Context: an optimization exercise on an open-source flow, tuned for small area, a short achievable clock period and few clock cycles per item. The choices shown serve that exercise and are no tape-out recipe.
Function was not checked in any run shown here: the RTL went through the layout flow alone.

==> flow/constraint.sdc <==
create_clock -name core_clock -period 6.0 [get_ports {clk}]
set_input_delay 1.2000 -clock core_clock [delete_from_list [all_inputs] [get_ports {clk}]]
set_output_delay 1.2000 -clock core_clock [all_outputs]
set_load 0.01 [all_outputs]
==> flow/flow/abc_speed.script <==
strash
dch -f
map -D 1500
topo
buffer -p
upsize -D 1500
dnsize -D 1500
stime -p
==> flow/flow/run.sh <==
#!/bin/bash
# Layout flow: the standard flow (standard.sh) with two changes:
#  - the synthesis step maps the logic with the delay-driven ABC script in
#    flow/abc_speed.script instead of ORFS's abc_speed.script; synthesis is
#    otherwise ORFS's, run by standard.sh with the standard flow's synthesis script, so
#    the registers (names, count, cell types) are those of the standard
#    synthesis;
#  - every input and output port still gets its own buffer, but a
#    buf_1 (BUFFER_PORTS_ARGS) instead of the cell buffer_ports picks.
# Each step's full output is in synth.log and layout.log here, and ORFS's
# per-step logs are under orfs/logs.
set -euo pipefail
here=$(pwd)
rm -rf "$here/scripts_abc"
cp -r "$FLOW_HOME/scripts" "$here/scripts_abc"
cp "$here/flow/abc_speed.script" "$here/scripts_abc/abc_speed.script"
bash standard.sh SCRIPTS_DIR="$here/scripts_abc" synth > "$here/synth.log" 2>&1
bash standard.sh BUFFER_PORTS_ARGS="-buffer_cell sky130_fd_sc_hd__buf_1" finish > "$here/layout.log" 2>&1
==> flow/design.v <==
module brick_sort
   (
    clk,
    rst,
    src_tvalid,
    src_tready,
    src_tdata_raw,
    dest_tvalid,
    dest_tready,
    dest_tdata_raw
    );
   parameter NUM_ELEMS = 16;
   parameter DATA_WIDTH = 8;
   input   clk;
   input   rst;
   input   src_tvalid;
   output  src_tready;
   input [DATA_WIDTH*NUM_ELEMS-1:0] src_tdata_raw;
   output                 dest_tvalid;
   input                  dest_tready;
   output [DATA_WIDTH*NUM_ELEMS-1:0] dest_tdata_raw;
   function gt8;
      input [7:0] a;
      input [7:0] b;
      reg [3:0] g, p;
      reg g32, p32, g10, p10;
      integer i;
      begin
         for (i = 0; i < 4; i = i + 1) begin
            g[i] = (a[2*i+1] & ~b[2*i+1]) | ((((a[2*i+1] | ~b[2*i+1]) & a[2*i]) & ~b[2*i]));
            p[i] = (a[2*i+1] & ~b[2*i+1]) | ((((a[2*i+1] | ~b[2*i+1]) & a[2*i]) | ((a[2*i+1] | ~b[2*i+1]) & ~b[2*i])));
         end
         g10 = g[1] | (p[1] & g[0]);
         g32 = g[3] | (p[3] & g[2]); p32 = g[3] | (p[3] & p[2]);
         gt8 = g32 | (p32 & g10);
      end
   endfunction
   reg [127:0] r1, r2, r3, r4;
   reg [127:0] ro;
   wire [127:0] s0_0;
   wire s0_0_c0 = gt8(src_tdata_raw[7:0], src_tdata_raw[15:8]);
   assign s0_0[7:0] = s0_0_c0 ? src_tdata_raw[15:8] : src_tdata_raw[7:0];
   assign s0_0[15:8] = s0_0_c0 ? src_tdata_raw[7:0] : src_tdata_raw[15:8];
   wire s0_0_c2 = gt8(src_tdata_raw[23:16], src_tdata_raw[31:24]);
   assign s0_0[23:16] = s0_0_c2 ? src_tdata_raw[31:24] : src_tdata_raw[23:16];
   assign s0_0[31:24] = s0_0_c2 ? src_tdata_raw[23:16] : src_tdata_raw[31:24];
   wire s0_0_c4 = gt8(src_tdata_raw[39:32], src_tdata_raw[47:40]);
   assign s0_0[39:32] = s0_0_c4 ? src_tdata_raw[47:40] : src_tdata_raw[39:32];
   assign s0_0[47:40] = s0_0_c4 ? src_tdata_raw[39:32] : src_tdata_raw[47:40];
   wire s0_0_c6 = gt8(src_tdata_raw[55:48], src_tdata_raw[63:56]);
   assign s0_0[55:48] = s0_0_c6 ? src_tdata_raw[63:56] : src_tdata_raw[55:48];
   assign s0_0[63:56] = s0_0_c6 ? src_tdata_raw[55:48] : src_tdata_raw[63:56];
   wire s0_0_c8 = gt8(src_tdata_raw[71:64], src_tdata_raw[79:72]);
   assign s0_0[71:64] = s0_0_c8 ? src_tdata_raw[79:72] : src_tdata_raw[71:64];
   assign s0_0[79:72] = s0_0_c8 ? src_tdata_raw[71:64] : src_tdata_raw[79:72];
   wire s0_0_c10 = gt8(src_tdata_raw[87:80], src_tdata_raw[95:88]);
   assign s0_0[87:80] = s0_0_c10 ? src_tdata_raw[95:88] : src_tdata_raw[87:80];
   assign s0_0[95:88] = s0_0_c10 ? src_tdata_raw[87:80] : src_tdata_raw[95:88];
   wire s0_0_c12 = gt8(src_tdata_raw[103:96], src_tdata_raw[111:104]);
   assign s0_0[103:96] = s0_0_c12 ? src_tdata_raw[111:104] : src_tdata_raw[103:96];
   assign s0_0[111:104] = s0_0_c12 ? src_tdata_raw[103:96] : src_tdata_raw[111:104];
   wire s0_0_c14 = gt8(src_tdata_raw[119:112], src_tdata_raw[127:120]);
   assign s0_0[119:112] = s0_0_c14 ? src_tdata_raw[127:120] : src_tdata_raw[119:112];
   assign s0_0[127:120] = s0_0_c14 ? src_tdata_raw[119:112] : src_tdata_raw[127:120];
   wire [127:0] s1_0;
   wire s1_0_c0 = gt8(r1[7:0], r1[23:16]);
   assign s1_0[7:0] = s1_0_c0 ? r1[23:16] : r1[7:0];
   assign s1_0[23:16] = s1_0_c0 ? r1[7:0] : r1[23:16];
   wire s1_0_c1 = gt8(r1[15:8], r1[31:24]);
   assign s1_0[15:8] = s1_0_c1 ? r1[31:24] : r1[15:8];
   assign s1_0[31:24] = s1_0_c1 ? r1[15:8] : r1[31:24];
   wire s1_0_c4 = gt8(r1[39:32], r1[55:48]);
   assign s1_0[39:32] = s1_0_c4 ? r1[55:48] : r1[39:32];
   assign s1_0[55:48] = s1_0_c4 ? r1[39:32] : r1[55:48];
   wire s1_0_c5 = gt8(r1[47:40], r1[63:56]);
   assign s1_0[47:40] = s1_0_c5 ? r1[63:56] : r1[47:40];
   assign s1_0[63:56] = s1_0_c5 ? r1[47:40] : r1[63:56];
   wire s1_0_c8 = gt8(r1[71:64], r1[87:80]);
   assign s1_0[71:64] = s1_0_c8 ? r1[87:80] : r1[71:64];
   assign s1_0[87:80] = s1_0_c8 ? r1[71:64] : r1[87:80];
   wire s1_0_c9 = gt8(r1[79:72], r1[95:88]);
   assign s1_0[79:72] = s1_0_c9 ? r1[95:88] : r1[79:72];
   assign s1_0[95:88] = s1_0_c9 ? r1[79:72] : r1[95:88];
   wire s1_0_c12 = gt8(r1[103:96], r1[119:112]);
   assign s1_0[103:96] = s1_0_c12 ? r1[119:112] : r1[103:96];
   assign s1_0[119:112] = s1_0_c12 ? r1[103:96] : r1[119:112];
   wire s1_0_c13 = gt8(r1[111:104], r1[127:120]);
   assign s1_0[111:104] = s1_0_c13 ? r1[127:120] : r1[111:104];
   assign s1_0[127:120] = s1_0_c13 ? r1[111:104] : r1[127:120];
   wire [127:0] s1_1;
   wire s1_1_c0 = gt8(s1_0[7:0], s1_0[39:32]);
   assign s1_1[7:0] = s1_1_c0 ? s1_0[39:32] : s1_0[7:0];
   assign s1_1[39:32] = s1_1_c0 ? s1_0[7:0] : s1_0[39:32];
   wire s1_1_c1 = gt8(s1_0[15:8], s1_0[47:40]);
   assign s1_1[15:8] = s1_1_c1 ? s1_0[47:40] : s1_0[15:8];
   assign s1_1[47:40] = s1_1_c1 ? s1_0[15:8] : s1_0[47:40];
   wire s1_1_c2 = gt8(s1_0[23:16], s1_0[55:48]);
   assign s1_1[23:16] = s1_1_c2 ? s1_0[55:48] : s1_0[23:16];
   assign s1_1[55:48] = s1_1_c2 ? s1_0[23:16] : s1_0[55:48];
   wire s1_1_c3 = gt8(s1_0[31:24], s1_0[63:56]);
   assign s1_1[31:24] = s1_1_c3 ? s1_0[63:56] : s1_0[31:24];
   assign s1_1[63:56] = s1_1_c3 ? s1_0[31:24] : s1_0[63:56];
   wire s1_1_c8 = gt8(s1_0[71:64], s1_0[103:96]);
   assign s1_1[71:64] = s1_1_c8 ? s1_0[103:96] : s1_0[71:64];
   assign s1_1[103:96] = s1_1_c8 ? s1_0[71:64] : s1_0[103:96];
   wire s1_1_c9 = gt8(s1_0[79:72], s1_0[111:104]);
   assign s1_1[79:72] = s1_1_c9 ? s1_0[111:104] : s1_0[79:72];
   assign s1_1[111:104] = s1_1_c9 ? s1_0[79:72] : s1_0[111:104];
   wire s1_1_c10 = gt8(s1_0[87:80], s1_0[119:112]);
   assign s1_1[87:80] = s1_1_c10 ? s1_0[119:112] : s1_0[87:80];
   assign s1_1[119:112] = s1_1_c10 ? s1_0[87:80] : s1_0[119:112];
   wire s1_1_c11 = gt8(s1_0[95:88], s1_0[127:120]);
   assign s1_1[95:88] = s1_1_c11 ? s1_0[127:120] : s1_0[95:88];
   assign s1_1[127:120] = s1_1_c11 ? s1_0[95:88] : s1_0[127:120];
   wire [127:0] s2_0;
   wire s2_0_c0 = gt8(r2[7:0], r2[71:64]);
   assign s2_0[7:0] = s2_0_c0 ? r2[71:64] : r2[7:0];
   assign s2_0[71:64] = s2_0_c0 ? r2[7:0] : r2[71:64];
   wire s2_0_c1 = gt8(r2[15:8], r2[79:72]);
   assign s2_0[15:8] = s2_0_c1 ? r2[79:72] : r2[15:8];
   assign s2_0[79:72] = s2_0_c1 ? r2[15:8] : r2[79:72];
   wire s2_0_c2 = gt8(r2[23:16], r2[87:80]);
   assign s2_0[23:16] = s2_0_c2 ? r2[87:80] : r2[23:16];
   assign s2_0[87:80] = s2_0_c2 ? r2[23:16] : r2[87:80];
   wire s2_0_c3 = gt8(r2[31:24], r2[95:88]);
   assign s2_0[31:24] = s2_0_c3 ? r2[95:88] : r2[31:24];
   assign s2_0[95:88] = s2_0_c3 ? r2[31:24] : r2[95:88];
   wire s2_0_c4 = gt8(r2[39:32], r2[103:96]);
   assign s2_0[39:32] = s2_0_c4 ? r2[103:96] : r2[39:32];
   assign s2_0[103:96] = s2_0_c4 ? r2[39:32] : r2[103:96];
   wire s2_0_c5 = gt8(r2[47:40], r2[111:104]);
   assign s2_0[47:40] = s2_0_c5 ? r2[111:104] : r2[47:40];
   assign s2_0[111:104] = s2_0_c5 ? r2[47:40] : r2[111:104];
   wire s2_0_c6 = gt8(r2[55:48], r2[119:112]);
   assign s2_0[55:48] = s2_0_c6 ? r2[119:112] : r2[55:48];
   assign s2_0[119:112] = s2_0_c6 ? r2[55:48] : r2[119:112];
   wire s2_0_c7 = gt8(r2[63:56], r2[127:120]);
   assign s2_0[63:56] = s2_0_c7 ? r2[127:120] : r2[63:56];
   assign s2_0[127:120] = s2_0_c7 ? r2[63:56] : r2[127:120];
   wire [127:0] s2_1;
   wire s2_1_c1 = gt8(s2_0[15:8], s2_0[71:64]);
   assign s2_1[15:8] = s2_1_c1 ? s2_0[71:64] : s2_0[15:8];
   assign s2_1[71:64] = s2_1_c1 ? s2_0[15:8] : s2_0[71:64];
   wire s2_1_c2 = gt8(s2_0[23:16], s2_0[39:32]);
   assign s2_1[23:16] = s2_1_c2 ? s2_0[39:32] : s2_0[23:16];
   assign s2_1[39:32] = s2_1_c2 ? s2_0[23:16] : s2_0[39:32];
   wire s2_1_c3 = gt8(s2_0[31:24], s2_0[103:96]);
   assign s2_1[31:24] = s2_1_c3 ? s2_0[103:96] : s2_0[31:24];
   assign s2_1[103:96] = s2_1_c3 ? s2_0[31:24] : s2_0[103:96];
   wire s2_1_c5 = gt8(s2_0[47:40], s2_0[87:80]);
   assign s2_1[47:40] = s2_1_c5 ? s2_0[87:80] : s2_0[47:40];
   assign s2_1[87:80] = s2_1_c5 ? s2_0[47:40] : s2_0[87:80];
   wire s2_1_c6 = gt8(s2_0[55:48], s2_0[79:72]);
   assign s2_1[55:48] = s2_1_c6 ? s2_0[79:72] : s2_0[55:48];
   assign s2_1[79:72] = s2_1_c6 ? s2_0[55:48] : s2_0[79:72];
   wire s2_1_c7 = gt8(s2_0[63:56], s2_0[119:112]);
   assign s2_1[63:56] = s2_1_c7 ? s2_0[119:112] : s2_0[63:56];
   assign s2_1[119:112] = s2_1_c7 ? s2_0[63:56] : s2_0[119:112];
   wire s2_1_c11 = gt8(s2_0[95:88], s2_0[111:104]);
   assign s2_1[95:88] = s2_1_c11 ? s2_0[111:104] : s2_0[95:88];
   assign s2_1[111:104] = s2_1_c11 ? s2_0[95:88] : s2_0[111:104];
   assign s2_1[7:0] = s2_0[7:0];
   assign s2_1[127:120] = s2_0[127:120];
   wire [127:0] s3_0;
   wire s3_0_c3 = gt8(r3[31:24], r3[87:80]);
   assign s3_0[31:24] = s3_0_c3 ? r3[87:80] : r3[31:24];
   assign s3_0[87:80] = s3_0_c3 ? r3[31:24] : r3[87:80];
   wire s3_0_c4 = gt8(r3[39:32], r3[71:64]);
   assign s3_0[39:32] = s3_0_c4 ? r3[71:64] : r3[39:32];
   assign s3_0[71:64] = s3_0_c4 ? r3[39:32] : r3[71:64];
   wire s3_0_c5 = gt8(r3[47:40], r3[79:72]);
   assign s3_0[47:40] = s3_0_c5 ? r3[79:72] : r3[47:40];
   assign s3_0[79:72] = s3_0_c5 ? r3[47:40] : r3[79:72];
   wire s3_0_c6 = gt8(r3[55:48], r3[103:96]);
   assign s3_0[55:48] = s3_0_c6 ? r3[103:96] : r3[55:48];
   assign s3_0[103:96] = s3_0_c6 ? r3[55:48] : r3[103:96];
   wire s3_0_c7 = gt8(r3[63:56], r3[95:88]);
   assign s3_0[63:56] = s3_0_c7 ? r3[95:88] : r3[63:56];
   assign s3_0[95:88] = s3_0_c7 ? r3[63:56] : r3[95:88];
   wire s3_0_c13 = gt8(r3[111:104], r3[119:112]);
   assign s3_0[111:104] = s3_0_c13 ? r3[119:112] : r3[111:104];
   assign s3_0[119:112] = s3_0_c13 ? r3[111:104] : r3[119:112];
   assign s3_0[7:0] = r3[7:0];
   assign s3_0[15:8] = r3[15:8];
   assign s3_0[23:16] = r3[23:16];
   assign s3_0[127:120] = r3[127:120];
   wire [127:0] s3_1;
   wire s3_1_c1 = gt8(s3_0[15:8], s3_0[23:16]);
   assign s3_1[15:8] = s3_1_c1 ? s3_0[23:16] : s3_0[15:8];
   assign s3_1[23:16] = s3_1_c1 ? s3_0[15:8] : s3_0[23:16];
   wire s3_1_c3 = gt8(s3_0[31:24], s3_0[47:40]);
   assign s3_1[31:24] = s3_1_c3 ? s3_0[47:40] : s3_0[31:24];
   assign s3_1[47:40] = s3_1_c3 ? s3_0[31:24] : s3_0[47:40];
   wire s3_1_c6 = gt8(s3_0[55:48], s3_0[71:64]);
   assign s3_1[55:48] = s3_1_c6 ? s3_0[71:64] : s3_0[55:48];
   assign s3_1[71:64] = s3_1_c6 ? s3_0[55:48] : s3_0[71:64];
   wire s3_1_c7 = gt8(s3_0[63:56], s3_0[79:72]);
   assign s3_1[63:56] = s3_1_c7 ? s3_0[79:72] : s3_0[63:56];
   assign s3_1[79:72] = s3_1_c7 ? s3_0[63:56] : s3_0[79:72];
   wire s3_1_c10 = gt8(s3_0[87:80], s3_0[103:96]);
   assign s3_1[87:80] = s3_1_c10 ? s3_0[103:96] : s3_0[87:80];
   assign s3_1[103:96] = s3_1_c10 ? s3_0[87:80] : s3_0[103:96];
   wire s3_1_c11 = gt8(s3_0[95:88], s3_0[111:104]);
   assign s3_1[95:88] = s3_1_c11 ? s3_0[111:104] : s3_0[95:88];
   assign s3_1[111:104] = s3_1_c11 ? s3_0[95:88] : s3_0[111:104];
   assign s3_1[7:0] = s3_0[7:0];
   assign s3_1[39:32] = s3_0[39:32];
   assign s3_1[119:112] = s3_0[119:112];
   assign s3_1[127:120] = s3_0[127:120];
   wire [127:0] s4_0;
   wire s4_0_c2 = gt8(r4[23:16], r4[39:32]);
   assign s4_0[23:16] = s4_0_c2 ? r4[39:32] : r4[23:16];
   assign s4_0[39:32] = s4_0_c2 ? r4[23:16] : r4[39:32];
   wire s4_0_c3 = gt8(r4[31:24], r4[55:48]);
   assign s4_0[31:24] = s4_0_c3 ? r4[55:48] : r4[31:24];
   assign s4_0[55:48] = s4_0_c3 ? r4[31:24] : r4[55:48];
   wire s4_0_c5 = gt8(r4[47:40], r4[71:64]);
   assign s4_0[47:40] = s4_0_c5 ? r4[71:64] : r4[47:40];
   assign s4_0[71:64] = s4_0_c5 ? r4[47:40] : r4[71:64];
   wire s4_0_c7 = gt8(r4[63:56], r4[87:80]);
   assign s4_0[63:56] = s4_0_c7 ? r4[87:80] : r4[63:56];
   assign s4_0[87:80] = s4_0_c7 ? r4[63:56] : r4[87:80];
   wire s4_0_c9 = gt8(r4[79:72], r4[103:96]);
   assign s4_0[79:72] = s4_0_c9 ? r4[103:96] : r4[79:72];
   assign s4_0[103:96] = s4_0_c9 ? r4[79:72] : r4[103:96];
   assign s4_0[7:0] = r4[7:0];
   assign s4_0[15:8] = r4[15:8];
   assign s4_0[95:88] = r4[95:88];
   assign s4_0[111:104] = r4[111:104];
   assign s4_0[119:112] = r4[119:112];
   assign s4_0[127:120] = r4[127:120];
   wire [127:0] s4_1;
   wire s4_1_c3 = gt8(s4_0[31:24], s4_0[39:32]);
   assign s4_1[31:24] = s4_1_c3 ? s4_0[39:32] : s4_0[31:24];
   assign s4_1[39:32] = s4_1_c3 ? s4_0[31:24] : s4_0[39:32];
   wire s4_1_c5 = gt8(s4_0[47:40], s4_0[55:48]);
   assign s4_1[47:40] = s4_1_c5 ? s4_0[55:48] : s4_0[47:40];
   assign s4_1[55:48] = s4_1_c5 ? s4_0[47:40] : s4_0[55:48];
   wire s4_1_c7 = gt8(s4_0[63:56], s4_0[71:64]);
   assign s4_1[63:56] = s4_1_c7 ? s4_0[71:64] : s4_0[63:56];
   assign s4_1[71:64] = s4_1_c7 ? s4_0[63:56] : s4_0[71:64];
   wire s4_1_c9 = gt8(s4_0[79:72], s4_0[87:80]);
   assign s4_1[79:72] = s4_1_c9 ? s4_0[87:80] : s4_0[79:72];
   assign s4_1[87:80] = s4_1_c9 ? s4_0[79:72] : s4_0[87:80];
   wire s4_1_c11 = gt8(s4_0[95:88], s4_0[103:96]);
   assign s4_1[95:88] = s4_1_c11 ? s4_0[103:96] : s4_0[95:88];
   assign s4_1[103:96] = s4_1_c11 ? s4_0[95:88] : s4_0[103:96];
   assign s4_1[7:0] = s4_0[7:0];
   assign s4_1[15:8] = s4_0[15:8];
   assign s4_1[23:16] = s4_0[23:16];
   assign s4_1[111:104] = s4_0[111:104];
   assign s4_1[119:112] = s4_0[119:112];
   assign s4_1[127:120] = s4_0[127:120];
   wire [127:0] sorted = s4_1;
   reg v1, v2, v3, v4;
   reg t1, t2, t3, t4;
   reg rot;         
   reg ro_valid;
   wire front_v = v4;
   wire front_t = t4;
   wire ro_free = !ro_valid || dest_tready;
   wire exit_ok = front_v && (!rot || front_t) && ro_free;
   wire wrap = front_v && !exit_ok;
   wire rot_n = rot ? !exit_ok : wrap;
   wire ro_valid_n = ro_free ? exit_ok : ro_valid;
   reg rdy_free, rdy_tr;
   assign src_tready = !rst && (rdy_free || (rdy_tr && dest_tready));
   assign dest_tvalid = !rst && ro_valid;
   assign dest_tdata_raw = ro;
   wire take = src_tvalid && src_tready;
   always @(posedge clk) begin
      r1 <= wrap ? r4 : s0_0;
      r2 <= s1_1;
      r3 <= s2_1;
      r4 <= s3_1;
      if (ro_free) ro <= sorted;
      t1 <= wrap && (!rot || front_t);
      t2 <= t1;
      t3 <= t2;
      t4 <= t3;
      if (rst) begin
         v1 <= 1'b0;
         v2 <= 1'b0;
         v3 <= 1'b0;
         v4 <= 1'b0;
         rot <= 1'b0;
         ro_valid <= 1'b0;
         rdy_free <= 1'b1;
         rdy_tr <= 1'b1;
      end else begin
         v1 <= wrap || take;
         v2 <= v1;
         v3 <= v2;
         v4 <= v3;
         rot <= rot_n;
         ro_valid <= ro_valid_n;
         rdy_free <= !rot_n && !(v3 && ro_valid_n);
         rdy_tr <= !rot_n;
      end
   end
endmodule
==> flow/standard.sh <==
#!/bin/bash
# synth_recipe.tcl (not shown) runs the flow's synth.tcl, then flattens the netlist and writes it again
# the make line also repeats each setting of config.mk as NAME=value (left out here)
make -C /OpenROAD-flow-scripts/flow DESIGN_CONFIG=/design/flow/config.mk WORK_HOME=/design/flow/orfs CLKGATE_MAP_FILE= SYNTH_SCRIPT=/design/flow/synth_recipe.tcl "${@:-finish}"
==> flow/config.mk <==
export PLATFORM = sky130hd
export DESIGN_NAME = brick_sort
export DESIGN_NICKNAME = brick_sort
export VERILOG_FILES = /design/flow/design.v
export SDC_FILE = /design/flow/constraint.sdc
export NUM_CORES = 4
export LEC_CHECK = 0
export CAP_MARGIN = 20
export CORE_MARGIN = 2
export CORE_UTILIZATION = 40
export CTS_BUF_LIST = sky130_fd_sc_hd__clkbuf_8
export SETUP_SLACK_MARGIN = 3.0
export SLEW_MARGIN = 20
==> flow_metrics.py, run 1 <==
metrics = {
    "layout": {
        "utilization": 0.486,
        "area_growth_pct": 20.6,
        "layout.cells.non_filler": 6195,
        "drive_gt1_frac": 0.137,
        "finalNetCount": 5151,
    },
    "synthesis": {
        "post_synth_and_or_nand_nor_area_fraction": 0.183,
        "ys_warn_count": 1,
        "synth_cells": 4664,
        "synth_fa_ha_area_frac": 0,
        "synth_area_um2": 33600,
        "synth.distinct_cells": 70,
        "synth_flop_cell": "dfxtp_1",
        "synth-seq-area-share": 0.427,
        "muxShareOfSynthArea": 0,
        "ys_async_sr_fraction": 0,
        "synth_edf_count": 128,
        "synth_top_family_by_area": "compound AO/OA/AOI/OAI gates",
        "syn_avg_cell_area_um2": 7.19,
        "synth-xor-area-share": 0,
        "synthesis.nets": 4796,
        "ys_ff_latch": 652,
        "synth_compound_area_frac": 0.293,
    },
    "global_route": {
        "antenna_found_initial": 3,
        "grtUsageMet1": 0.355,
        "grt-busiest-layer": "met2",
        "grt_pass1_vias": 29200,
        "grt_max_degree": 129,
        "grt_pass1_wl_um": 176000,
        "use_met2": 0.435,
        "grt.overflow.total": 0,
        "gr-usage-all-layers": 0.266,
        "grt_use_met3": 0.0344,
    },
    "setup_path": {
        "worstReg2RegStart": "r4[43]",
        "r2r_cells": 15,
        "start_kind": "register",
        "regToRegSetupSlack_ns": 2.98,
        "critPathKind": "register to register",
        "required_ns": 6.44,
        "crit_arrival_ns": 3.46,
        "timing.rr.end": "ro[41]",
        "cp_max_fo": 11,
        "end_kind": "register",
    },
    "route": {
        "drt_iter0_drc": 3168,
        "viasPerCell": 5.58,
        "via_count": 34600,
        "drt_pass1_iterations": 8,
        "ant_nets": 0,
        "drt_wl_total_um": 124000,
        "drc_errors": 0,
        "wire_per_inst_um": 20.1,
    },
    "flow_run": {
        "cap_violations": 0,
    },
    "clocking": {
        "cts_tree": "yes",
        "cts_made_buffers": 111,
        "cts_root_buf": "clkbuf_8",
        "cts.sinks": 652,
        "htree_levels": 3,
        "clock_latency_ns": 0.73,
        "clk_path_buf_depth": 3,
        "path_clk_slew_ns": 0.06,
    },
    "place": {
        "hpwl_um": 91400,
        "port_buffers": 261,
        "place_congestion": 0.970,
        "dp.cells": 5823,
    },
    "timing": {
        "fin_tns_setup_ns": 0,
        "rsz0062_at_grt": "true",
        "max_slew_margin": 0.466,
        "fin_skew_ns": 0.0408,
        "finalMaxSlewViolations": 0,
        "hold_viol": 0,
        "post-route-min-period_ns": 3.02,
        "hold_ws_ns": 0.324,
        "setup-violations-final": 0,
        "fin_crit_sh": 0.503,
        "fmax_mhz": 332,
        "worst_pin_slew_ns": 0.792,
    },
    "worst_hold_path": {
        "whs_path_depth": 0,
        "whs_endpoint": "r4[2]",
        "min_from": "r3[2]",
        "min_path_type": "register to register",
    },
    "floorplanning": {
        "core_um2": 83300,
        "die_w_um": 294,
        "die_h_um": 294,
        "dieArea_um2": 86200,
        "io-pin-count": 262,
        "start_util": 0.403,
        "num_rows": 106,
    },
    "outcome": {
        "status": "timing/DRC/antenna clean",
    },
}
layout by cell type (no fill, tap or decap), types with 13 or more instances in the layout:
master,n
nand2_1,972
inv_1,570
dfxtp_1,509
o21ai_0,477
o21ai_1,375
nor2_1,356
buf_1,261
a21oi_1,192
o22ai_1,185
clkbuf_8,139
edfxtp_1,128
nand3_1,119
buf_4,108
o21ai_2,99
a22oi_1,51
nor2_4,42
o31ai_1,42
a21oi_2,34
o21a_1,32
nor2_2,29
o2111ai_1,27
inv_2,26
clkinv_2,22
a31oi_1,21
o211ai_1,18
o21ai_4,17
o2111a_2,13
o211a_4,13
dfxtp_2,13
sequential cells by signal (all words and copies together), names as in the netlist:
signal    count
v1            1
r3          128
ro          128
t3            1
t2            1
r2          128
rot           1
v4            1
t4            1
r1          128
r4          128
v3            1
rdy_free      1
ro_valid      1
rdy_tr        1
t1            1
v2            1
worst max path at each step:
stage | end | from | slack [ns]
after global routing | ro[97] | r4[73] | 2.88
after detailed placement | ro[71] | r4[70] | 2.05
after floorplan | ro[0] | dest_tready | 2.41
after CTS | r2[73] | r1[93] | 2.91
final | ro[41] | r4[43] | 2.98
after global placement | ro[32] | r4[37] | 1.90
cells by family (layout without fill, tap and decap cells):
kind of cell,Yosys count,in the layout
compound gates,1698,1722
buf+inv,771,1163
flops,652,652
other cells,0,1
simple gates,1543,1577
final cells by class:
cell class / count / area (um^2)
Clock inverter: 69 / 576
Fill cell: 8331 / 42800
Tap cell: 1080 / 1350
Sequential cell: 652 / 14400
Clock buffer: 139 / 1910
Timing Repair Buffer: 380 / 1980
Inverter: 574 / 2180
Multi-Input combinational cell: 3299 / 18100
Timing Repair inverter: 1 / 7.51
Antenna cell: 1 / 2.50
worst max-delay path: stages (launching register included):
cell and delay, ns:
dfxtp_4 0.36, inv_4 0.05, nand2_2 0.06, o21ai_1 0.06, o311ai_1 0.34, o211a_1 0.29, buf_6 0.13, nor2_4 0.04
buf_12 0.14, nand2_1 0.10, o21ai_4 0.09, o211ai_1 0.39, buf_4 0.20, nand3_4 0.13, o21ai_0 0.23, o31ai_1 0.12
Yosys cell counts (8+ instances only):
library cell / instances / area share
nand3_1: 125 / 0.019
clkbuf_1: 62 / 0.0069
a21oi_1: 221 / 0.033
a22oi_1: 51 / 0.011
inv_2: 18 / 0.0020
inv_1: 555 / 0.062
o21ai_0: 632 / 0.094
edfxtp_1: 128 / 0.11
nor3_1: 8 / 0.0012
buf_4: 25 / 0.0056
o21bai_1: 8 / 0.0018
dfxtp_1: 524 / 0.31
nor2_1: 380 / 0.043
buf_6: 22 / 0.0074
o22ai_1: 189 / 0.035
nor2_2: 15 / 0.0028
buf_2: 86 / 0.013
o211ai_1: 18 / 0.0040
a221oi_1: 8 / 0.0021
nand2_1: 982 / 0.11
a31oi_1: 27 / 0.0050
a21oi_2: 11 / 0.0029
o21ai_2: 13 / 0.0034
o2111ai_1: 29 / 0.0076
a41oi_1: 8 / 0.0021
o211a_1: 13 / 0.0039
o21ai_1: 323 / 0.048
a21o_1: 8 / 0.0018
o21a_1: 37 / 0.0083
o31ai_1: 42 / 0.0094
through the flow:
step	cell area, um^2	setup WS [ns]
global placement	34900	1.90
global route	40500	2.88
finish	40500	2.98
detailed placement	34900	2.05
CTS	38100	2.91
floorplan	33600	2.41
layer usage:
| metal | vias to the layer above | part of all wire |
|---|---|---|
| met4 | 0 | 0.040 |
| met3 | 239 | 0.073 |
| met2 | 1497 | 0.46 |
| li1 | 16800 | - |
| met5 | - | 0 |
| met1 | 16100 | 0.42 |
what timing repair did:
action / 4_1_cts / 5_1_grt
cloned: 16 / 43
hold endpoints to repair: 0 / 0
buffers inserted: 13 / 91
hold buffers: 0 / 0
pin swaps: 22 / 63
endpoints found under the setup margin: 389 / 392
gates resized for setup: 180 / 360
==> run 2, diff against run 1 <==
--- a/flow/config.mk
+++ b/flow/config.mk
@@ -8,6 +8,7 @@
 export CAP_MARGIN = 20
 export CORE_MARGIN = 2
-export CORE_UTILIZATION = 40
+export CORE_UTILIZATION = 65
 export CTS_BUF_LIST = sky130_fd_sc_hd__clkbuf_8
+export PLACE_DENSITY = 0.8
 export SETUP_SLACK_MARGIN = 3.0
 export SLEW_MARGIN = 20
==> flow_metrics.py, run 2 <==
metrics = {
    "synthesis": {
        "ys_warn_count": 1,
        "synth.distinct_cells": 70,
        "synth.most_common_cell": "nand2_1",
        "netlist_top_cells_area": "dfxtp_1 (31%), edfxtp_1 (11%), nand2_1 (11%)",
        "synth_area_um2": 33600,
        "ys_async_sr_fraction": 0,
        "synthesis.nets": 4796,
        "synth_cells": 4664,
        "synth_edf_count": 128,
        "synth_flop_cell": "dfxtp_1",
        "yosysTopAreaCellShare": 0.313,
        "ys_ff_latch": 652,
        "yosysTopAreaCell": "dfxtp_1",
        "syn_avg_cell_area_um2": 7.19,
        "synth-seq-area-share": 0.427,
        "synth.top_cells.by_count": "nand2_1 (982), o21ai_0 (632), inv_1 (555)",
    },
    "layout": {
        "layout_common_cells": "nand2_1 (974), inv_1 (563), dfxtp_1 (506)",
        "drive_gt1_frac": 0.124,
        "fillCellCount": 3958,
        "finalNetCount": 5104,
        "utilization": 0.765,
        "num_antenna_cells": 0,
        "final_area_um2": 39200,
        "mostFrequentLayoutCell": "nand2_1",
        "regArea_um2": 14400,
        "area_growth_pct": 16.8,
        "multiInputGateArea_um2": 17900,
    },
    "setup_path": {
        "cp_max_fo": 8,
        "start_kind": "register",
        "crit_arrival_ns": 3.71,
        "required_ns": 6.48,
        "path_delay_family": "compound AO/OA/AOI/OAI gates",
        "crit_slowest_cell": "dfxtp_1",
        "critPathKind": "register to register",
        "path_buf_inv": 4,
        "crit_chain": "inv_2, a221oi_2, nand2_1, o211ai_1, buf_4, nor2_4, o21ai_2, nand2_1, a311oi_4, buf_4, nor2_4, buf_4, o22ai_1, nand2_1",
        "end_kind": "register",
        "cp_slowest_stage_delay_ns": 0.39,
    },
    "timing": {
        "worst_pin_slew_ns": 0.915,
        "fin_skew_ns": 0.0299,
        "setup-violations-final": 0,
        "rsz0062_at_grt": "true",
        "post-route-min-period_ns": 3.23,
        "fin_tns_setup_ns": 0,
        "finalMaxSlewViolations": 0,
        "hold_viol": 0,
        "fin_crit_sh": 0.539,
        "max_slew_margin": 0.390,
        "fmax_mhz": 309,
    },
    "global_route": {
        "grt_pass1_wl_um": 164000,
        "grt.overflow.total": 0,
        "grt_max_degree": 88,
        "antenna_found_initial": 0,
        "gr-usage-all-layers": 0.400,
        "grt_pass1_vias": 28900,
    },
    "clocking": {
        "cts_tree": "yes",
        "cts.sinks": 652,
        "cts_root_buf": "clkbuf_8",
        "clk_path_buf_depth": 3,
        "cts_made_buffers": 103,
        "clock_latency_ns": 0.74,
        "path_clk_slew_ns": 0.06,
        "cts_hold_buf": 0,
        "htree_levels": 3,
    },
    "floorplanning": {
        "num_rows": 83,
        "start_util": 0.655,
        "die_h_um": 231,
        "core_um2": 51200,
        "io-pin-count": 262,
        "die_w_um": 231,
        "dieArea_um2": 53500,
    },
    "route": {
        "wl_met3_um": 14800,
        "drc_errors": 0,
        "wire_per_inst_um": 20.6,
        "highest_layer": "met5",
        "drt_iter0_drc": 4997,
        "ant_nets": 0,
        "wl_met1_um": 46500,
        "viasPerCell": 6.22,
        "drt_pass1_iterations": 7,
        "via_count": 35700,
        "drt_wl_total_um": 118000,
        "wl_met2_um": 51200,
    },
    "flow_run": {
        "cap_violations": 0,
    },
    "place": {
        "port_buffers": 261,
        "place_congestion": 1.04,
        "post_dp_cell_area_um2": 34400,
        "hpwl_um": 84000,
    },
    "worst_hold_path": {
        "min_path_type": "register to register",
    },
    "outcome": {
        "status": "timing/DRC/antenna clean",
    },
}
run 2: repair_timing:
action	in CTS	in global routing
gates cloned	11	42
setup endpoints to repair	378	433
pin swaps	12	71
resized for setup	153	341
setup buffers	8	64
run 2: path summary, 6_finish.rpt:
kind,cells after the start,end,start,slack [ns]
min reg2reg,0,r4[123],r3[123],0.33
min,0,r4[123],r3[123],0.33
max reg2reg,14,ro[65],r4[45],2.77
max,14,ro[65],r4[45],2.77
run 2: routing by layer:
layer / GRT usage / vias to the layer above
li1: - / 16700
met1: 0.564 / 16200
met2: 0.612 / 2421
met3: 0.0758 / 415
met4: 0.145 / 2
met5: 0 / -
run 2: through the flow:
stage | worst slack [ns] | hold WS (ns) | std cells
after floorplan | 2.41 | 0.310 | 4664
after global placement | 2.01 | 0.310 | 5422
after detailed placement | 1.97 | 0.315 | 5422
after CTS | 2.90 | 0.330 | 5629
after global routing | 2.67 | 0.332 | 5735
final | 2.77 | 0.327 | 5735
run 2: cells by family (layout without fill, tap and decap cells):
kind of cell / Yosys count / after routing / share of synthesized area
simple gates: 1543 / 1571 / 0.183
flops: 652 / 652 / 0.427
buf+inv: 771 / 1110 / 0.0972
compound gates: 1698 / 1722 / 0.293
run 2: cell type report:
type,count,area share
Clock buffer,122,0.0429
Multi-Input combinational cell,3293,0.456
Timing Repair Buffer,348,0.0431
Inverter,574,0.0557
Clock inverter,66,0.0136
Tap cell,680,0.0217
Sequential cell,652,0.367
==> run 3, diff against run 2 <==
--- a/flow/config.mk
+++ b/flow/config.mk
@@ -8,7 +8,7 @@
 export CAP_MARGIN = 20
 export CORE_MARGIN = 2
-export CORE_UTILIZATION = 65
+export CORE_UTILIZATION = 55
 export CTS_BUF_LIST = sky130_fd_sc_hd__clkbuf_8
-export PLACE_DENSITY = 0.8
+export PLACE_DENSITY = 0.7
 export SETUP_SLACK_MARGIN = 3.0
 export SLEW_MARGIN = 20
==> flow_metrics.py, run 3 <==
metrics = {
    "outcome": {
        "status": "timing/DRC/antenna clean",
    },
    "clocking": {
        "cts_made_buffers": 105,
        "clock_latency_ns": 0.74,
        "cts_tree": "yes",
        "htree_levels": 3,
        "path_clk_slew_ns": 0.06,
        "cts_root_buf": "clkbuf_8",
        "clk_path_buf_depth": 3,
        "cts.sinks": 652,
        "cts_hold_buf": 0,
    },
    "place": {
        "dp.cells": 5522,
        "dp_slack_ns": 2.00,
        "hpwl_um": 86400,
        "port_buffers": 261,
        "place_congestion": 1.00,
    },
    "synthesis": {
        "post_synth_and_or_nand_nor_area_fraction": 0.183,
        "synth.most_common_cell": "nand2_1",
        "synth-xor-area-share": 0,
        "ys_warn_count": 1,
        "synth_fa_ha_area_frac": 0,
        "synthesis.nets": 4796,
        "synth_edf_count": 128,
        "synth.top_cells.by_count": "nand2_1 (982), o21ai_0 (632), inv_1 (555)",
        "ys_async_sr_fraction": 0,
        "synth_area_um2": 33600,
        "synth_top_family_by_area": "compound AO/OA/AOI/OAI gates",
        "yosysTopAreaCell": "dfxtp_1",
        "netlist_top_cells_area": "dfxtp_1 (31%), edfxtp_1 (11%), nand2_1 (11%)",
        "synth_cells": 4664,
        "synth_flop_cell": "dfxtp_1",
        "synth_compound_area_frac": 0.293,
        "synth.distinct_cells": 70,
        "synth-seq-area-share": 0.427,
        "syn_avg_cell_area_um2": 7.19,
        "ys_ff_latch": 652,
        "muxShareOfSynthArea": 0,
        "yosysTopAreaCellShare": 0.313,
    },
    "layout": {
        "layout.cells.non_filler": 5876,
        "utilization": 0.659,
        "fillCellCount": 5347,
        "finalNetCount": 5136,
        "layout_common_cells": "nand2_1 (968), inv_1 (573), dfxtp_1 (510)",
        "drive_gt1_frac": 0.133,
        "area_growth_pct": 18.6,
        "mostFrequentLayoutCell": "nand2_1",
    },
    "setup_path": {
        "crit_arrival_ns": 3.69,
        "worstReg2RegStart": "r4[47]",
        "required_ns": 6.59,
        "timing.rr.end": "ro[67]",
        "regToRegSetupSlack_ns": 2.90,
        "end_kind": "register",
        "start_kind": "register",
        "critPathKind": "register to register",
        "r2r_cells": 15,
        "cp_max_fo": 7,
    },
    "worst_hold_path": {
        "whs_endpoint": "r4[0]",
        "whs_path_depth": 0,
        "min_from": "r3[0]",
        "min_path_type": "register to register",
    },
    "route": {
        "drt_pass1_iterations": 7,
        "ant_nets": 0,
        "drt_iter0_drc": 4195,
        "drt_wl_total_um": 120000,
        "drc_errors": 0,
        "via_count": 35200,
        "wire_per_inst_um": 20.4,
        "viasPerCell": 6.00,
    },
    "timing": {
        "setup-violations-final": 0,
        "fin_skew_ns": 0.0323,
        "rsz0062_at_grt": "true",
        "finalMaxSlewViolations": 0,
        "setup_ws_ns": 2.90,
        "max_slew_margin": 0.475,
        "post-route-min-period_ns": 3.10,
        "fin_crit_sh": 0.516,
        "fmax_mhz": 323,
        "fin_tns_setup_ns": 0,
        "hold_viol": 0,
        "worst_pin_slew_ns": 0.787,
    },
    "global_route": {
        "grt_pass1_wl_um": 166000,
        "grt_use_met3": 0.0543,
        "antenna_found_initial": 4,
        "grtUsageMet1": 0.492,
        "gr-usage-all-layers": 0.345,
        "grt-busiest-layer": "met2",
        "use_met2": 0.525,
        "grt_max_degree": 129,
        "grt_pass1_vias": 28600,
        "grt.overflow.total": 0,
    },
    "floorplanning": {
        "num_rows": 90,
        "dieArea_um2": 63000,
        "die_w_um": 251,
        "start_util": 0.556,
        "io-pin-count": 262,
        "core_um2": 60400,
        "die_h_um": 251,
    },
    "flow_run": {
        "cap_violations": 0,
    },
}
-- run 3: logic make-up (layout without fill, tap and decap cells) --
kind of cell | after synthesis | after routing
AO/OA/AOI/OAI | 1698 | 1730
buffers and inverters | 771 | 1136
flip-flops | 652 | 652
other | 0 | 3
AND/OR/NAND/NOR | 1543 | 1573
-- run 3: layout make-up --
cell class,count,area (um^2),share of cell area
diodes,3,7.51,0.000189
flip-flops and latches,652,14400,0.361
clock inverters,72,465,0.0117
well taps,782,978,0.0246
clock buffers,122,1680,0.0422
inverters,574,2190,0.0551
multi-input cells,3303,18200,0.457
repair inverters,1,7.51,0.000189
repair buffers,367,1920,0.0481
-- run 3: worst max-delay path by stage --
stage,start,end,slack [ns],depth (start not counted)
final,r4[47],ro[67],2.90,15
after global routing,r1[90],r2[89],2.82,14
after CTS,r1[63],r2[30],2.97,12
after detailed placement,r4[37],ro[34],2.00,14
after global placement,r4[37],ro[34],2.03,14
after floorplan,dest_tready,ro[0],2.41,2
-- run 3: metal layers --
| metal | vias up | part of all wire |
|---|---|---|
| met5 | - | 0 |
| met4 | 0 | 0.039 |
| li1 | 16800 | - |
| met2 | 1840 | 0.44 |
| met3 | 311 | 0.099 |
| met1 | 16300 | 0.42 |
-- run 3: through the flow --
step           area [um^2]  hold WS, ns
2_1_floorplan        33600        0.310
3_3_place_gp         34500        0.310
3_5_place_dp         34500        0.313
4_1_cts              37200        0.300
5_1_grt              39800        0.294
6_report             39800        0.308
-- run 3: critical path, stage by stage, from the launching register on --
cell and delay (ns):
dfxtp_4 0.37, nor2_1 0.13, a221oi_2 0.06, nand2_1 0.08, o211ai_1 0.30, buf_4 0.27
nor2_4 0.28, nand2_2 0.13, o21ai_4 0.11, nand2_2 0.09, a311oi_4 0.39, buf_4 0.22
nand3b_1 0.19, buf_6 0.15, nand3_1 0.06, nand2_1 0.11
-- run 3: what timing repair did --
item,in CTS,in global routing
setup endpoints to repair,375,404
cloned,11,53
pin swaps,11,74
setup buffers,5,88
gates resized for setup,151,398
==> run 4, diff against run 3 <==
--- a/flow/config.mk
+++ b/flow/config.mk
@@ -10,4 +10,6 @@
 export CORE_UTILIZATION = 55
 export CTS_BUF_LIST = sky130_fd_sc_hd__clkbuf_8
+export CTS_CLUSTER_DIAMETER = 45
+export CTS_CLUSTER_SIZE = 18
 export PLACE_DENSITY = 0.7
 export SETUP_SLACK_MARGIN = 3.0
==> flow_metrics.py, run 4 <==
metrics = {
    "timing": {
        "fin_crit_sh": 0.507,
        "finalMaxSlewViolations": 0,
        "setup-violations-final": 0,
        "rsz0062_at_grt": "true",
        "worst_pin_slew_ns": 0.769,
        "max_slew_margin": 0.488,
        "hold_viol": 0,
        "post-route-min-period_ns": 3.04,
        "fin_skew_ns": 0.0372,
        "fmax_mhz": 329,
        "setup_ws_ns": 2.96,
        "fin_tns_setup_ns": 0,
    },
    "place": {
        "hpwl_um": 86400,
        "dp_slack_ns": 2.00,
        "post_dp_cell_area_um2": 34500,
        "place_congestion": 1.00,
        "port_buffers": 261,
        "dp.cells": 5522,
    },
    "global_route": {
        "gr-usage-all-layers": 0.344,
        "grt.overflow.total": 0,
        "grt_pass1_wl_um": 166000,
        "grt_max_degree": 129,
        "grt_pass1_vias": 28500,
        "antenna_found_initial": 3,
    },
    "synthesis": {
        "synth_fa_ha_area_frac": 0,
        "synth-seq-area-share": 0.427,
        "ys_ff_latch": 652,
        "yosysTopAreaCellShare": 0.313,
        "synth-xor-area-share": 0,
        "yosysTopAreaCell": "dfxtp_1",
        "synth_compound_area_frac": 0.293,
        "synth_flop_cell": "dfxtp_1",
        "ys_async_sr_fraction": 0,
        "ys_warn_count": 1,
        "muxShareOfSynthArea": 0,
        "synth.distinct_cells": 70,
        "synth_area_um2": 33600,
        "synthesis.nets": 4796,
        "netlist_top_cells_area": "dfxtp_1 (31%), edfxtp_1 (11%), nand2_1 (11%)",
        "synth.most_common_cell": "nand2_1",
        "post_synth_and_or_nand_nor_area_fraction": 0.183,
        "synth_top_family_by_area": "compound AO/OA/AOI/OAI gates",
        "syn_avg_cell_area_um2": 7.19,
        "synth_cells": 4664,
        "synth.top_cells.by_count": "nand2_1 (982), o21ai_0 (632), inv_1 (555)",
        "synth_edf_count": 128,
    },
    "route": {
        "wl_met3_um": 10500,
        "drc_errors": 0,
        "drt_wl_total_um": 118000,
        "highest_layer": "met4",
        "via_count": 34800,
        "viasPerCell": 5.98,
        "wl_met1_um": 51000,
        "wl_met2_um": 52200,
        "drt_pass1_iterations": 6,
        "ant_nets": 0,
        "drt_iter0_drc": 3892,
        "wire_per_inst_um": 20.3,
    },
    "setup_path": {
        "end_kind": "register",
        "required_ns": 6.62,
        "worstReg2RegStart": "r1[43]",
        "regToRegSetupSlack_ns": 2.96,
        "critPathKind": "register to register",
        "crit_path_end": "r2[41]",
        "timing.rr.end": "r2[41]",
        "cp_max_fo": 10,
        "crit_arrival_ns": 3.66,
        "start_kind": "register",
        "setup.worst_path.start": "r1[43]",
        "r2r_cells": 13,
    },
    "floorplanning": {
        "io-pin-count": 262,
        "die_w_um": 251,
        "num_rows": 90,
        "core_um2": 60400,
        "start_util": 0.556,
        "die_h_um": 251,
        "dieArea_um2": 63000,
    },
    "layout": {
        "final_area_um2": 39200,
        "fillCellCount": 5446,
        "drive_gt1_frac": 0.122,
        "area_growth_pct": 16.8,
        "finalNetCount": 5095,
        "layout.cells.non_filler": 5814,
        "layout_common_cells": "nand2_1 (972), inv_1 (554), dfxtp_1 (515)",
        "mostFrequentLayoutCell": "nand2_1",
    },
    "clocking": {
        "htree_levels": 3,
        "clk_path_buf_depth": 3,
        "cts.sinks": 652,
        "cts_root_buf": "clkbuf_8",
        "path_clk_slew_ns": 0.10,
        "clock_latency_ns": 0.74,
        "cts_made_buffers": 79,
        "cts_tree": "yes",
    },
    "worst_hold_path": {
        "min_path_type": "register to register",
    },
    "flow_run": {
        "cap_violations": 0,
    },
    "outcome": {
        "status": "timing/DRC/antenna clean",
    },
}
run 4: cell counts after synthesis:
No cell type changed its count.
run 4: through the flow:
step / utilization / hold WS [ns]
final: 0.649 / 0.302
after CTS: 0.611 / 0.322
after global routing: 0.649 / 0.327
after floorplan: - / 0.310
after global placement: 0.572 / 0.310
after detailed placement: 0.572 / 0.313
run 4: worst max-delay path, stage by stage, from the launching register on:
cell	delay, ns
dfxtp_2	0.38
inv_1	0.10
nand2_1	0.08
o21ai_0	0.10
o31ai_2	0.47
nand2_2	0.18
nand2_4	0.18
nor2_1	0.07
a21oi_2	0.28
inv_1	0.14
o211ai_1	0.18
o2111ai_2	0.25
o221a_4	0.34
o21ai_1	0.21
run 4: worst min path at each step:
stage / startpoint / end / slack (ns) / depth (start not counted)
after detailed placement: r3[125] / r4[125] / 0.31 / 0
final: r3[7] / r4[7] / 0.30 / 0
after global placement: r3[4] / r4[4] / 0.31 / 0
after CTS: r3[7] / r4[7] / 0.32 / 0
after global routing: r3[0] / r4[0] / 0.33 / 0
after floorplan: r3[0] / r4[0] / 0.31 / 0
run 4: area by class of cell:
| type | count | area, um^2 | share of cell area |
|---|---|---|---|
| multi-input cells | 3294 | 18000 | 0.459 |
| flip-flops and latches | 652 | 14300 | 0.366 |
| inverters | 574 | 2180 | 0.0557 |
| repair buffers | 362 | 1860 | 0.0474 |
| clock buffers | 82 | 1130 | 0.0288 |
| well taps | 782 | 978 | 0.0250 |
| clock inverters | 64 | 717 | 0.0183 |
| diodes | 4 | 10.0 | 0.000255 |
run 4: timing repair:
| item | in CTS | in global routing |
|---|---|---|
| setup buffers | 5 | 83 |
| hold buffers | 0 | 0 |
| pin swaps | 13 | 55 |
| gates cloned | 12 | 42 |
| setup endpoints to repair | 376 | 397 |
| resized for setup | 154 | 346 |
run 4: routing by layer:
| metal | track usage | vias to the layer above |
|---|---|---|
| li1 | - | 16600 |
| met1 | 0.493 | 16100 |
| met2 | 0.533 | 1731 |
| met3 | 0.0502 | 283 |
| met4 | 0.112 | 0 |
| met5 | 0 | - |
run 4: logic make-up (layout without fill, tap and decap cells):
| family | after synthesis | after routing |
|---|---|---|
| flip-flops | 652 | 652 |
| AO/OA/AOI/OAI | 1698 | 1723 |
| other | 0 | 4 |
| AND/OR/NAND/NOR | 1543 | 1571 |
| buffers and inverters | 771 | 1082 |

-- re-timing with driven ports --
How much do the figures lean on ideal ports? The routed layouts below were timed once more, with nothing changed but the port constraints. Step 1, drivers: a clkbuf_16 drives clk and a buf_2 each remaining input, both assumed. Step 2 times the ports against the registers' clock, not the clock port: input delays grow and output delays shrink by t, the midpoint of the rising clock arrivals with the driver on. a / b / c = ideal / step 1 / step 2; a / b = the first two.
run | t (ns) | slack for setup (ns) | worst setup path after step 2 | clock arrival spread, ns | worst register clock-pin slew, ns
run 1 | 0.776 | 2.984 / 2.984 / 2.374 | input to register | 0.048 / 0.047 | 0.07 / 0.07
run 2 | 0.778 | 2.768 / 2.768 / 2.387 | input to register | 0.030 / 0.030 | 0.07 / 0.07
run 3 | 0.778 | 2.904 / 2.904 / 2.375 | input to register | 0.033 / 0.033 | 0.07 / 0.07
run 4 | 0.779 | 2.959 / 2.959 / 2.327 | input to register | 0.038 / 0.038 | 0.10 / 0.10
After both steps setup and hold are still met in every run listed. The setup slack of run 4, which loses most, moves by 0.000 ns with the drivers and by -0.632 ns with both steps.
